This design comes from an exercise in tuning for small area and a short achievable clock period on the open sky130 flow, not from production work. In this exercise RTL edits were held to simulation tests only and were not proved equivalent to the original. The flow treats the clock pin as an ideal source. Dropping or thinning the clock tree relies on that and would not hold on a real chip. No activity file was given, so power comes from the tool's default toggle rates.

==> inputs of run F <==
==> flow/design.v <==
module lightpipe_recv(
    input mclk,
    input rst,
    input adat,
    output reg wclk,
    output reg [23:0] word0,
    output reg [23:0] word1,
    output reg [23:0] word2,
    output reg [23:0] word3,
    output reg [23:0] word4,
    output reg [23:0] word5,
    output reg [23:0] word6,
    output reg [23:0] word7,
    output reg [3:0] user
);
reg reset_d, reset_dd;
reg in_d, in_dd, in_ddd;
reg transition;      
reg [5:0] accum;
reg dbit;
wire strobe = accum[1] & accum[0];
always @(posedge mclk) begin
    reset_d <= ~rst;
    reset_dd <= reset_d;
end
always @(posedge mclk)
    if (reset_dd) {in_d, in_dd, in_ddd, transition} <= 4'b0;
    else {in_d, in_dd, in_ddd, transition} <= {adat, in_d, in_dd, in_dd ^ in_ddd};
always @(posedge mclk)
    if (reset_dd || transition) accum <= 6'd0;
    else accum <= accum + 6'd1;
always @(posedge mclk)
    if (reset_dd) dbit <= 1'b0;
    else if (transition) dbit <= 1'b1;
    else if (accum == 6'd4) dbit <= 1'b0;
reg [7:0] framebit;
reg nloss_d;
reg [29:1] sr;
wire stb_next = ~reset_dd & ~transition & accum[1] & ~accum[0];
wire loss_s = accum[5];
wire resync = strobe & ~loss_s & ~nloss_d;
wire [23:0] oword = {sr[29:26], sr[24:21], sr[19:16], sr[14:11], sr[9:6], sr[4:1]};
always @(posedge mclk)
    if (!rst) nloss_d <= 1'b1;
    else if (strobe) nloss_d <= ~loss_s;
always @(posedge mclk)
    if (!rst) framebit <= 8'd0;
    else if (resync) framebit <= 8'd252;
    else if (strobe) framebit <= framebit + 8'd1;
reg at0, at128;
reg [7:0] ldw;
wire ld_pre = stb_next & (loss_s | nloss_d);
wire [7:0] ldw_pre = {
    ld_pre & (framebit == 8'd240), ld_pre & (framebit == 8'd210),
    ld_pre & (framebit == 8'd180), ld_pre & (framebit == 8'd150),
    ld_pre & (framebit == 8'd120), ld_pre & (framebit == 8'd90),
    ld_pre & (framebit == 8'd60),  ld_pre & (framebit == 8'd30)};
wire [7:0] ldw_d;
wire at128_d, fb0_or_reset;
gate_and #(9) u_ldw (.a({ldw_pre, stb_next & (framebit == 8'd128)}), .b({9{rst}}), .y({ldw_d, at128_d}));
orn #(1) u_at0 (.a(framebit == 8'd0), .b_n(rst), .y(fb0_or_reset));
always @(posedge mclk) begin
    at0 <= stb_next & fb0_or_reset;
    at128 <= at128_d;
    ldw <= ldw_d;
end
wire ls, hs;
loadhold u_shs (.sel(strobe), .en(rst), .load(ls), .hold(hs));
wire [29:1] sr_d;
ao22 #(29) u_sr (.a({29{ls}}), .b({dbit, sr[29:2]}), .c({29{hs}}), .d(sr), .y(sr_d));
always @(posedge mclk) sr <= sr_d;
wire lu, hu;
loadhold u_suser (.sel(at0), .en(rst), .load(lu), .hold(hu));
wire [3:0] user_d;
ao22 #(4) u_user (.a({4{lu}}), .b(sr[29:26]), .c({4{hu}}), .d(user), .y(user_d));
always @(posedge mclk) user <= user_d;
always @(posedge mclk)
    if (!rst) wclk <= 1'b0;
    else if (at0) wclk <= 1'b1;
    else if (at128) wclk <= 1'b0;
wire [7:0] L, L1, H;
loadhold #(8) u_sw (.sel(ldw), .en({8{rst}}), .load(L), .hold(H));
orn #(8) u_sw1 (.a(ldw), .b_n({8{rst}}), .y(L1));
wire [7:0] o1_lo;
orn #(8) u_o1 (.a(oword[7:0]), .b_n({8{rst}}), .y(o1_lo));
wire [23:0] o1 = {oword[23:8], o1_lo};
wire [23:0] d0, d1, d2, d3, d4, d5, d6, d7;
ao22 #(24) u_w0 (.a({24{L[0]}}), .b(oword), .c({24{H[0]}}), .d(word0), .y(d0));
ao22 #(24) u_w1 (.a({{16{L[1]}}, {8{L1[1]}}}), .b(o1), .c({24{H[1]}}), .d(word1), .y(d1));
ao22 #(24) u_w2 (.a({24{L[2]}}), .b(oword), .c({24{H[2]}}), .d(word2), .y(d2));
ao22 #(24) u_w3 (.a({{16{L[3]}}, {8{L1[3]}}}), .b(o1), .c({24{H[3]}}), .d(word3), .y(d3));
ao22 #(24) u_w4 (.a({24{L[4]}}), .b(oword), .c({24{H[4]}}), .d(word4), .y(d4));
ao22 #(24) u_w5 (.a({{16{L[5]}}, {8{L1[5]}}}), .b(o1), .c({24{H[5]}}), .d(word5), .y(d5));
ao22 #(24) u_w6 (.a({24{L[6]}}), .b(oword), .c({24{H[6]}}), .d(word6), .y(d6));
ao22 #(24) u_w7 (.a({{16{L[7]}}, {8{L1[7]}}}), .b(o1), .c({24{H[7]}}), .d(word7), .y(d7));
always @(posedge mclk) begin
    word0 <= d0; word1 <= d1; word2 <= d2; word3 <= d3;
    word4 <= d4; word5 <= d5; word6 <= d6; word7 <= d7;
end
endmodule
module ao22 #(parameter W = 1) (
    input [W-1:0] a,
    input [W-1:0] b,
    input [W-1:0] c,
    input [W-1:0] d,
    output [W-1:0] y
);
assign y = (a & b) | (c & d);
endmodule
module loadhold #(parameter W = 1) (
    input [W-1:0] sel,
    input [W-1:0] en,
    output [W-1:0] load,
    output [W-1:0] hold
);
assign load = sel & en;
assign hold = ~sel & en;
endmodule
module orn #(parameter W = 1) (
    input [W-1:0] a,
    input [W-1:0] b_n,
    output [W-1:0] y
);
assign y = a | ~b_n;
endmodule
module gate_and #(parameter W = 1) (
    input [W-1:0] a,
    input [W-1:0] b,
    output [W-1:0] y
);
assign y = a & b;
endmodule
==> flow/flow/run.sh <==
#!/bin/bash
# Standard synthesis and layout (standard.sh), except: the ports are buffered
# by the smallest buffer, and the clock tree is a two-level tree built by
# flow/cts.tcl (settings in flow/cts.env).
set -euo pipefail
HERE=$(pwd)
export BUFFER_PORTS_ARGS="-buffer_cell sky130_fd_sc_hd__buf_1"
export PRE_CTS_TCL=$HERE/flow/cts.tcl
export CLOCK_PORT=mclk
source $HERE/flow/cts.env
bash standard.sh > make.log 2>&1
==> flow/flow/cts.env <==
export ROOT_BUF=sky130_fd_sc_hd__inv_16
export LEAF_BUF=sky130_fd_sc_hd__inv_16
export ROOT_COUNT=4
export LEAF_SINKS=26
==> flow/flow/cts.tcl <==
# Clock tree built here in place of TritonCTS: the clock port drives a few
# root buffers (or inverters), each of which drives leaf buffers (or
# inverters), one per cluster of flip-flops (k-means on their placed
# positions). With inverters at both levels the clock keeps its polarity. Sourced by ORFS's cts.tcl
# as PRE_CTS_TCL; it then does what the rest of cts.tcl does and writes the
# CTS results itself.

proc kmeans {pts k} {
  # pts: list of {x y}; returns list of cluster index per point
  set n [llength $pts]
  set sorted [lsort -real -index 0 [lmap p $pts {set p}]]
  set cx {}; set cy {}
  for {set i 0} {$i < $k} {incr i} {
    set s [lindex $sorted [expr {int(($i + 0.5) * $n / $k)}]]
    lappend cx [lindex $s 0]; lappend cy [lindex $s 1]
  }
  for {set iter 0} {$iter < 60} {incr iter} {
    set assign {}
    foreach p $pts {
      set best 0; set bd 1e30
      for {set i 0} {$i < $k} {incr i} {
        set d [expr {abs([lindex $p 0] - [lindex $cx $i]) + abs([lindex $p 1] - [lindex $cy $i])}]
        if {$d < $bd} { set bd $d; set best $i }
      }
      lappend assign $best
    }
    set sx [lrepeat $k 0.0]; set sy [lrepeat $k 0.0]; set sc [lrepeat $k 0]
    foreach p $pts a $assign {
      lset sx $a [expr {[lindex $sx $a] + [lindex $p 0]}]
      lset sy $a [expr {[lindex $sy $a] + [lindex $p 1]}]
      lset sc $a [expr {[lindex $sc $a] + 1}]
    }
    for {set i 0} {$i < $k} {incr i} {
      if {[lindex $sc $i] > 0} {
        lset cx $i [expr {[lindex $sx $i] / [lindex $sc $i]}]
        lset cy $i [expr {[lindex $sy $i] / [lindex $sc $i]}]
      }
    }
  }
  return [list $assign $cx $cy $sc]
}

set db [ord::get_db]
set block [ord::get_db_block]
set clkport [$block findBTerm $::env(CLOCK_PORT)]
set clknet [$clkport getNet]
set leaf_master [$db findMaster $::env(LEAF_BUF)]
set root_master [$db findMaster $::env(ROOT_BUF)]
set nroot $::env(ROOT_COUNT)
proc out_pin {master} {
  foreach mt [$master getMTerms] {
    if {[$mt getSigType] == "SIGNAL" && [$mt getIoType] == "OUTPUT"} { return [$mt getName] }
  }
}
proc in_pin {master} {
  foreach mt [$master getMTerms] {
    if {[$mt getSigType] == "SIGNAL" && [$mt getIoType] == "INPUT"} { return [$mt getName] }
  }
}
set root_in [in_pin $root_master]; set root_out [out_pin $root_master]
set leaf_in [in_pin $leaf_master]; set leaf_out [out_pin $leaf_master]

set sinks {}; set pts {}
foreach it [$clknet getITerms] {
  set bb [[$it getInst] getBBox]
  lappend sinks $it
  lappend pts [list [expr {([$bb xMin] + [$bb xMax]) / 2.0}] [expr {([$bb yMin] + [$bb yMax]) / 2.0}]]
}
set n [llength $sinks]
set k [expr {int(ceil(double($n) / $::env(LEAF_SINKS)))}]
lassign [kmeans $pts $k] assign cx cy sc
puts "custom cts: $n sinks, $k leaf clusters, sizes $sc"

set leaves {}; set lpts {}
for {set i 0} {$i < $k} {incr i} {
  if {[lindex $sc $i] == 0} { lappend leaves {}; continue }
  lappend leaves $i
  lappend lpts [list [lindex $cx $i] [lindex $cy $i]]
}
lassign [kmeans $lpts $nroot] rassign rcx rcy rsc
puts "custom cts: $nroot root clusters, sizes $rsc"

set rootnets {}
for {set r 0} {$r < $nroot} {incr r} {
  if {[lindex $rsc $r] == 0} { lappend rootnets {}; continue }
  set b [odb::dbInst_create $block $root_master clkbuf_root_$r]
  $b setLocation [expr {int([lindex $rcx $r])}] [expr {int([lindex $rcy $r])}]
  $b setPlacementStatus PLACED
  set net [odb::dbNet_create $block clknet_root_$r]
  $net setSigType CLOCK
  [$b findITerm $root_in] connect $clknet
  [$b findITerm $root_out] connect $net
  lappend rootnets $net
}
set leafnet [dict create]
foreach i $leaves r $rassign {
  set b [odb::dbInst_create $block $leaf_master clkbuf_leaf_$i]
  $b setLocation [expr {int([lindex $cx $i])}] [expr {int([lindex $cy $i])}]
  $b setPlacementStatus PLACED
  set net [odb::dbNet_create $block clknet_leaf_$i]
  $net setSigType CLOCK
  [$b findITerm $leaf_in] connect [lindex $rootnets $r]
  [$b findITerm $leaf_out] connect $net
  dict set leafnet $i $net
}
foreach it $sinks a $assign {
  set inst [$it getInst]
  set dt [$inst isDoNotTouch]
  $inst setDoNotTouch 0
  $it disconnect
  $it connect [dict get $leafnet $a]
  $inst setDoNotTouch $dt
}

set_propagated_clock [all_clocks]
set_placement_padding -global \
  -left $::env(CELL_PAD_IN_SITES_DETAIL_PLACEMENT) \
  -right $::env(CELL_PAD_IN_SITES_DETAIL_PLACEMENT)
detailed_placement
log_cmd estimate_parasitics -placement
report_clock_skew
report_clock_latency

repair_timing_helper
detailed_placement
check_placement -verbose
report_metrics 4 "cts final"
orfs_write_db $::env(RESULTS_DIR)/4_1_cts.odb
orfs_write_sdc $::env(RESULTS_DIR)/4_cts.sdc
exit
==> flow/standard.sh <==
#!/bin/bash
# synth_recipe.tcl (not shown) runs the flow's synth.tcl, then flattens the netlist and writes it again
# the make line also repeats each setting of config.mk as NAME=value (left out here)
make -C /OpenROAD-flow-scripts/flow DESIGN_CONFIG=/design/flow/config.mk WORK_HOME=/design/flow/orfs CLKGATE_MAP_FILE= SYNTH_SCRIPT=/design/flow/synth_recipe.tcl "${@:-finish}"
==> flow/config.mk <==
export PLATFORM = sky130hd
export DESIGN_NAME = lightpipe_recv
export DESIGN_NICKNAME = lightpipe_recv
export VERILOG_FILES = /design/flow/design.v
export SDC_FILE = /design/flow/constraint.sdc
export NUM_CORES = 4
export LEC_CHECK = 0
export CAP_MARGIN = 20
export CORE_MARGIN = 2
export CORE_UTILIZATION = 55
export PLACE_DENSITY = 0.7
export SETUP_SLACK_MARGIN = 1.58
export SLEW_MARGIN = 20
export SYNTH_HIERARCHICAL = 1
==> flow/constraint.sdc <==
create_clock -name core_clock -period 3.0 [get_ports {mclk}]
set_input_delay 0.6000 -clock core_clock [delete_from_list [all_inputs] [get_ports {mclk}]]
set_output_delay 0.6000 -clock core_clock [all_outputs]
set_load 0.01 [all_outputs]
==> run X: changes against run F <==
--- a/flow/config.mk
+++ b/flow/config.mk
@@ -9,6 +9,6 @@
 export CORE_MARGIN = 2
 export CORE_UTILIZATION = 55
 export PLACE_DENSITY = 0.7
-export SETUP_SLACK_MARGIN = 1.58
+export SETUP_SLACK_MARGIN = 1.62
 export SLEW_MARGIN = 20
 export SYNTH_HIERARCHICAL = 1
==> run E: changes against run F <==
==> flow/design.v (replaced) <==
module lightpipe_recv(
    input mclk,
    input rst,
    input adat,
    output reg wclk,
    output reg [23:0] word0,
    output reg [23:0] word1,
    output reg [23:0] word2,
    output reg [23:0] word3,
    output reg [23:0] word4,
    output reg [23:0] word5,
    output reg [23:0] word6,
    output reg [23:0] word7,
    output reg [3:0] user
);
reg reset_d, reset_dd;
reg in_d, in_dd, in_ddd, in_dddd;
reg [5:0] accum;
reg dbit;
wire transition = in_dddd ^ in_ddd;
wire strobe = accum[1] & accum[0];
always @(posedge mclk) begin
    reset_d <= ~rst;
    reset_dd <= reset_d;
end
always @(posedge mclk)
    if (reset_dd) {in_d, in_dd, in_ddd, in_dddd} <= 4'b0;
    else {in_d, in_dd, in_ddd, in_dddd} <= {adat, in_d, in_dd, in_ddd};
always @(posedge mclk)
    if (reset_dd || transition) accum <= 6'd0;
    else accum <= accum + 6'd1;
always @(posedge mclk)
    if (reset_dd) dbit <= 1'b0;
    else if (transition) dbit <= 1'b1;
    else if (accum == 6'd4) dbit <= 1'b0;
reg [7:0] framebit;
reg nloss_d;
reg [29:1] sr;
wire stb_next = ~reset_dd & ~transition & accum[1] & ~accum[0];
wire loss_s = accum[5];
wire resync = strobe & ~loss_s & ~nloss_d;
wire [23:0] oword = {sr[29:26], sr[24:21], sr[19:16], sr[14:11], sr[9:6], sr[4:1]};
always @(posedge mclk)
    if (!rst) nloss_d <= 1'b1;
    else if (strobe) nloss_d <= ~loss_s;
always @(posedge mclk)
    if (!rst) framebit <= 8'd0;
    else if (resync) framebit <= 8'd252;
    else if (strobe) framebit <= framebit + 8'd1;
reg at0, at128;
reg [7:0] ldw;
wire ld_next = rst & stb_next & (loss_s | nloss_d);
always @(posedge mclk) begin
    at0 <= stb_next & (~rst | (framebit == 8'd0));
    at128 <= rst & stb_next & (framebit == 8'd128);
    ldw[0] <= ld_next & (framebit == 8'd30);
    ldw[1] <= ld_next & (framebit == 8'd60);
    ldw[2] <= ld_next & (framebit == 8'd90);
    ldw[3] <= ld_next & (framebit == 8'd120);
    ldw[4] <= ld_next & (framebit == 8'd150);
    ldw[5] <= ld_next & (framebit == 8'd180);
    ldw[6] <= ld_next & (framebit == 8'd210);
    ldw[7] <= ld_next & (framebit == 8'd240);
end
wire ls = strobe & rst;
wire hs = ~strobe & rst;
wire [29:1] sr_d;
ao22 #(29) u_sr (.a({29{ls}}), .b({dbit, sr[29:2]}), .c({29{hs}}), .d(sr), .y(sr_d));
always @(posedge mclk) sr <= sr_d;
wire lu = at0 & rst;
wire hu = ~at0 & rst;
wire [3:0] user_d;
ao22 #(4) u_user (.a({4{lu}}), .b(sr[29:26]), .c({4{hu}}), .d(user), .y(user_d));
always @(posedge mclk) user <= user_d;
always @(posedge mclk)
    if (!rst) wclk <= 1'b0;
    else if (at0) wclk <= 1'b1;
    else if (at128) wclk <= 1'b0;
wire [7:0] L = ldw & {8{rst}};           
wire [7:0] L1 = ldw | {8{~rst}};         
wire [7:0] H = ~ldw & {8{rst}};          
wire [23:0] o1 = {oword[23:8], oword[7:0] | {8{~rst}}};
wire [23:0] d0, d1, d2, d3, d4, d5, d6, d7;
ao22 #(24) u_w0 (.a({24{L[0]}}), .b(oword), .c({24{H[0]}}), .d(word0), .y(d0));
ao22 #(24) u_w1 (.a({{16{L[1]}}, {8{L1[1]}}}), .b(o1), .c({24{H[1]}}), .d(word1), .y(d1));
ao22 #(24) u_w2 (.a({24{L[2]}}), .b(oword), .c({24{H[2]}}), .d(word2), .y(d2));
ao22 #(24) u_w3 (.a({{16{L[3]}}, {8{L1[3]}}}), .b(o1), .c({24{H[3]}}), .d(word3), .y(d3));
ao22 #(24) u_w4 (.a({24{L[4]}}), .b(oword), .c({24{H[4]}}), .d(word4), .y(d4));
ao22 #(24) u_w5 (.a({{16{L[5]}}, {8{L1[5]}}}), .b(o1), .c({24{H[5]}}), .d(word5), .y(d5));
ao22 #(24) u_w6 (.a({24{L[6]}}), .b(oword), .c({24{H[6]}}), .d(word6), .y(d6));
ao22 #(24) u_w7 (.a({{16{L[7]}}, {8{L1[7]}}}), .b(o1), .c({24{H[7]}}), .d(word7), .y(d7));
always @(posedge mclk) begin
    word0 <= d0; word1 <= d1; word2 <= d2; word3 <= d3;
    word4 <= d4; word5 <= d5; word6 <= d6; word7 <= d7;
end
endmodule
module ao22 #(parameter W = 1) (
    input [W-1:0] a,
    input [W-1:0] b,
    input [W-1:0] c,
    input [W-1:0] d,
    output [W-1:0] y
);
assign y = (a & b) | (c & d);
endmodule
==> flow/flow/cts.env (replaced) <==
export ROOT_BUF=sky130_fd_sc_hd__clkbuf_16
export LEAF_BUF=sky130_fd_sc_hd__clkbuf_16
export ROOT_COUNT=4
export LEAF_SINKS=20
--- a/flow/flow/cts.tcl
+++ b/flow/flow/cts.tcl
@@ -1,7 +1,6 @@
 # Clock tree built here in place of TritonCTS: the clock port drives a few
-# root buffers (or inverters), each of which drives leaf buffers (or
-# inverters), one per cluster of flip-flops (k-means on their placed
-# positions). With inverters at both levels the clock keeps its polarity. Sourced by ORFS's cts.tcl
+# root buffers, each of which drives leaf buffers, one per cluster of
+# flip-flops (k-means on their placed positions). Sourced by ORFS's cts.tcl
 # as PRE_CTS_TCL; it then does what the rest of cts.tcl does and writes the
 # CTS results itself.
 
@@ -47,18 +46,6 @@
 set leaf_master [$db findMaster $::env(LEAF_BUF)]
 set root_master [$db findMaster $::env(ROOT_BUF)]
 set nroot $::env(ROOT_COUNT)
-proc out_pin {master} {
-  foreach mt [$master getMTerms] {
-    if {[$mt getSigType] == "SIGNAL" && [$mt getIoType] == "OUTPUT"} { return [$mt getName] }
-  }
-}
-proc in_pin {master} {
-  foreach mt [$master getMTerms] {
-    if {[$mt getSigType] == "SIGNAL" && [$mt getIoType] == "INPUT"} { return [$mt getName] }
-  }
-}
-set root_in [in_pin $root_master]; set root_out [out_pin $root_master]
-set leaf_in [in_pin $leaf_master]; set leaf_out [out_pin $leaf_master]
 
 set sinks {}; set pts {}
 foreach it [$clknet getITerms] {
@@ -88,8 +75,8 @@
   $b setPlacementStatus PLACED
   set net [odb::dbNet_create $block clknet_root_$r]
   $net setSigType CLOCK
-  [$b findITerm $root_in] connect $clknet
-  [$b findITerm $root_out] connect $net
+  [$b findITerm A] connect $clknet
+  [$b findITerm X] connect $net
   lappend rootnets $net
 }
 set leafnet [dict create]
@@ -99,17 +86,13 @@
   $b setPlacementStatus PLACED
   set net [odb::dbNet_create $block clknet_leaf_$i]
   $net setSigType CLOCK
-  [$b findITerm $leaf_in] connect [lindex $rootnets $r]
-  [$b findITerm $leaf_out] connect $net
+  [$b findITerm A] connect [lindex $rootnets $r]
+  [$b findITerm X] connect $net
   dict set leafnet $i $net
 }
 foreach it $sinks a $assign {
-  set inst [$it getInst]
-  set dt [$inst isDoNotTouch]
-  $inst setDoNotTouch 0
   $it disconnect
   $it connect [dict get $leafnet $a]
-  $inst setDoNotTouch $dt
 }
 
 set_propagated_clock [all_clocks]
--- a/flow/config.mk
+++ b/flow/config.mk
@@ -7,8 +7,8 @@
 export LEC_CHECK = 0
 export CAP_MARGIN = 20
 export CORE_MARGIN = 2
-export CORE_UTILIZATION = 55
-export PLACE_DENSITY = 0.7
-export SETUP_SLACK_MARGIN = 1.58
+export CORE_UTILIZATION = 65
+export PLACE_DENSITY = 0.75
+export SETUP_SLACK_MARGIN = 1.3
 export SLEW_MARGIN = 20
 export SYNTH_HIERARCHICAL = 1
==> summary.txt <==
switching pwr around 1.2 mW; core footprint about 0.012 mm^2; CP Class input port to register; Fin Clk Skew between 0.05 and 0.06 ns; Post-Synthesis Cells between 600 and 700; clock latency (worst-skew pair) between 0.3 and 0.4 ns; Layout fillers between 800 and 900; fin nets about 850; Tap Count 147; final core utilization 79.29%; post-route insts no fill 990; met2 usage roughly 51%; outcome finished clean; Worst VDD drop between 500 and 600 uV; First DRT Iteration DRCs between 500 and 600; Critical Path Source rst
The numbers above come from run E.

==> summary.txt <==
outcome finished clean; post-route insts no fill ~1.0k; clock latency (worst-skew pair) 0.16 ns; final core utilization about two thirds; Tap Count about 180; core footprint between 0.01 and 0.015 mm^2; met2 usage 45.52%; vias per cell approximately 6.1; CP Class register to register; switching pwr ~1.4 mW; Critical Path Source accum[0]$_SDFF_PP0_
The numbers above come from run X.

==> summary.txt <==
Tap Count 184; Worst slew margin ~64%; met2 usage 45.45%; First DRT Iteration DRCs 543; CP Class input port to register; Fin Clk Skew approximately 0.024 ns; Post-Synthesis Cells between 600 and 700; post-route insts no fill approximately 1.1k; Critical Path Source rst; outcome finished clean; fin nets 880; switching pwr ~1.5 mW; core footprint between 0.01 and 0.015 mm^2; final core utilization about two thirds; Worst VDD drop ~390 uV
The numbers above come from run F.

In every run of this note, the design's own scripts or RTL, not TritonCTS, make the clock network.

-- separate check: timing with driven ports --
How much do the figures lean on ideal ports? The routed layouts below were timed once more, with nothing changed but the port constraints. Step 1 sets driving cells, clkbuf_16 on the clock port and buf_2 on the other inputs (assumed; they add their load-dependent delay and slew). Step 2 times the ports against the registers' clock, not the clock port: input delays grow and output delays shrink by t, the midpoint of the rising clock arrivals with the driver on. Three values: no drivers, after step 1, after step 2; two values: the first two.
run	t (ns)	slack for setup (ns)	worst setup path at the end
run F	0.318	1.590 / 1.506 / 1.428	input to register
run X	0.329	1.612 / 1.476 / 1.322	input to register
run E	0.371	1.390 / 1.393 / 1.084	input to register
After both steps every run listed still meets setup and hold. The setup slack of run E, which loses most, moves by +0.003 ns with the drivers and by -0.306 ns with both steps.
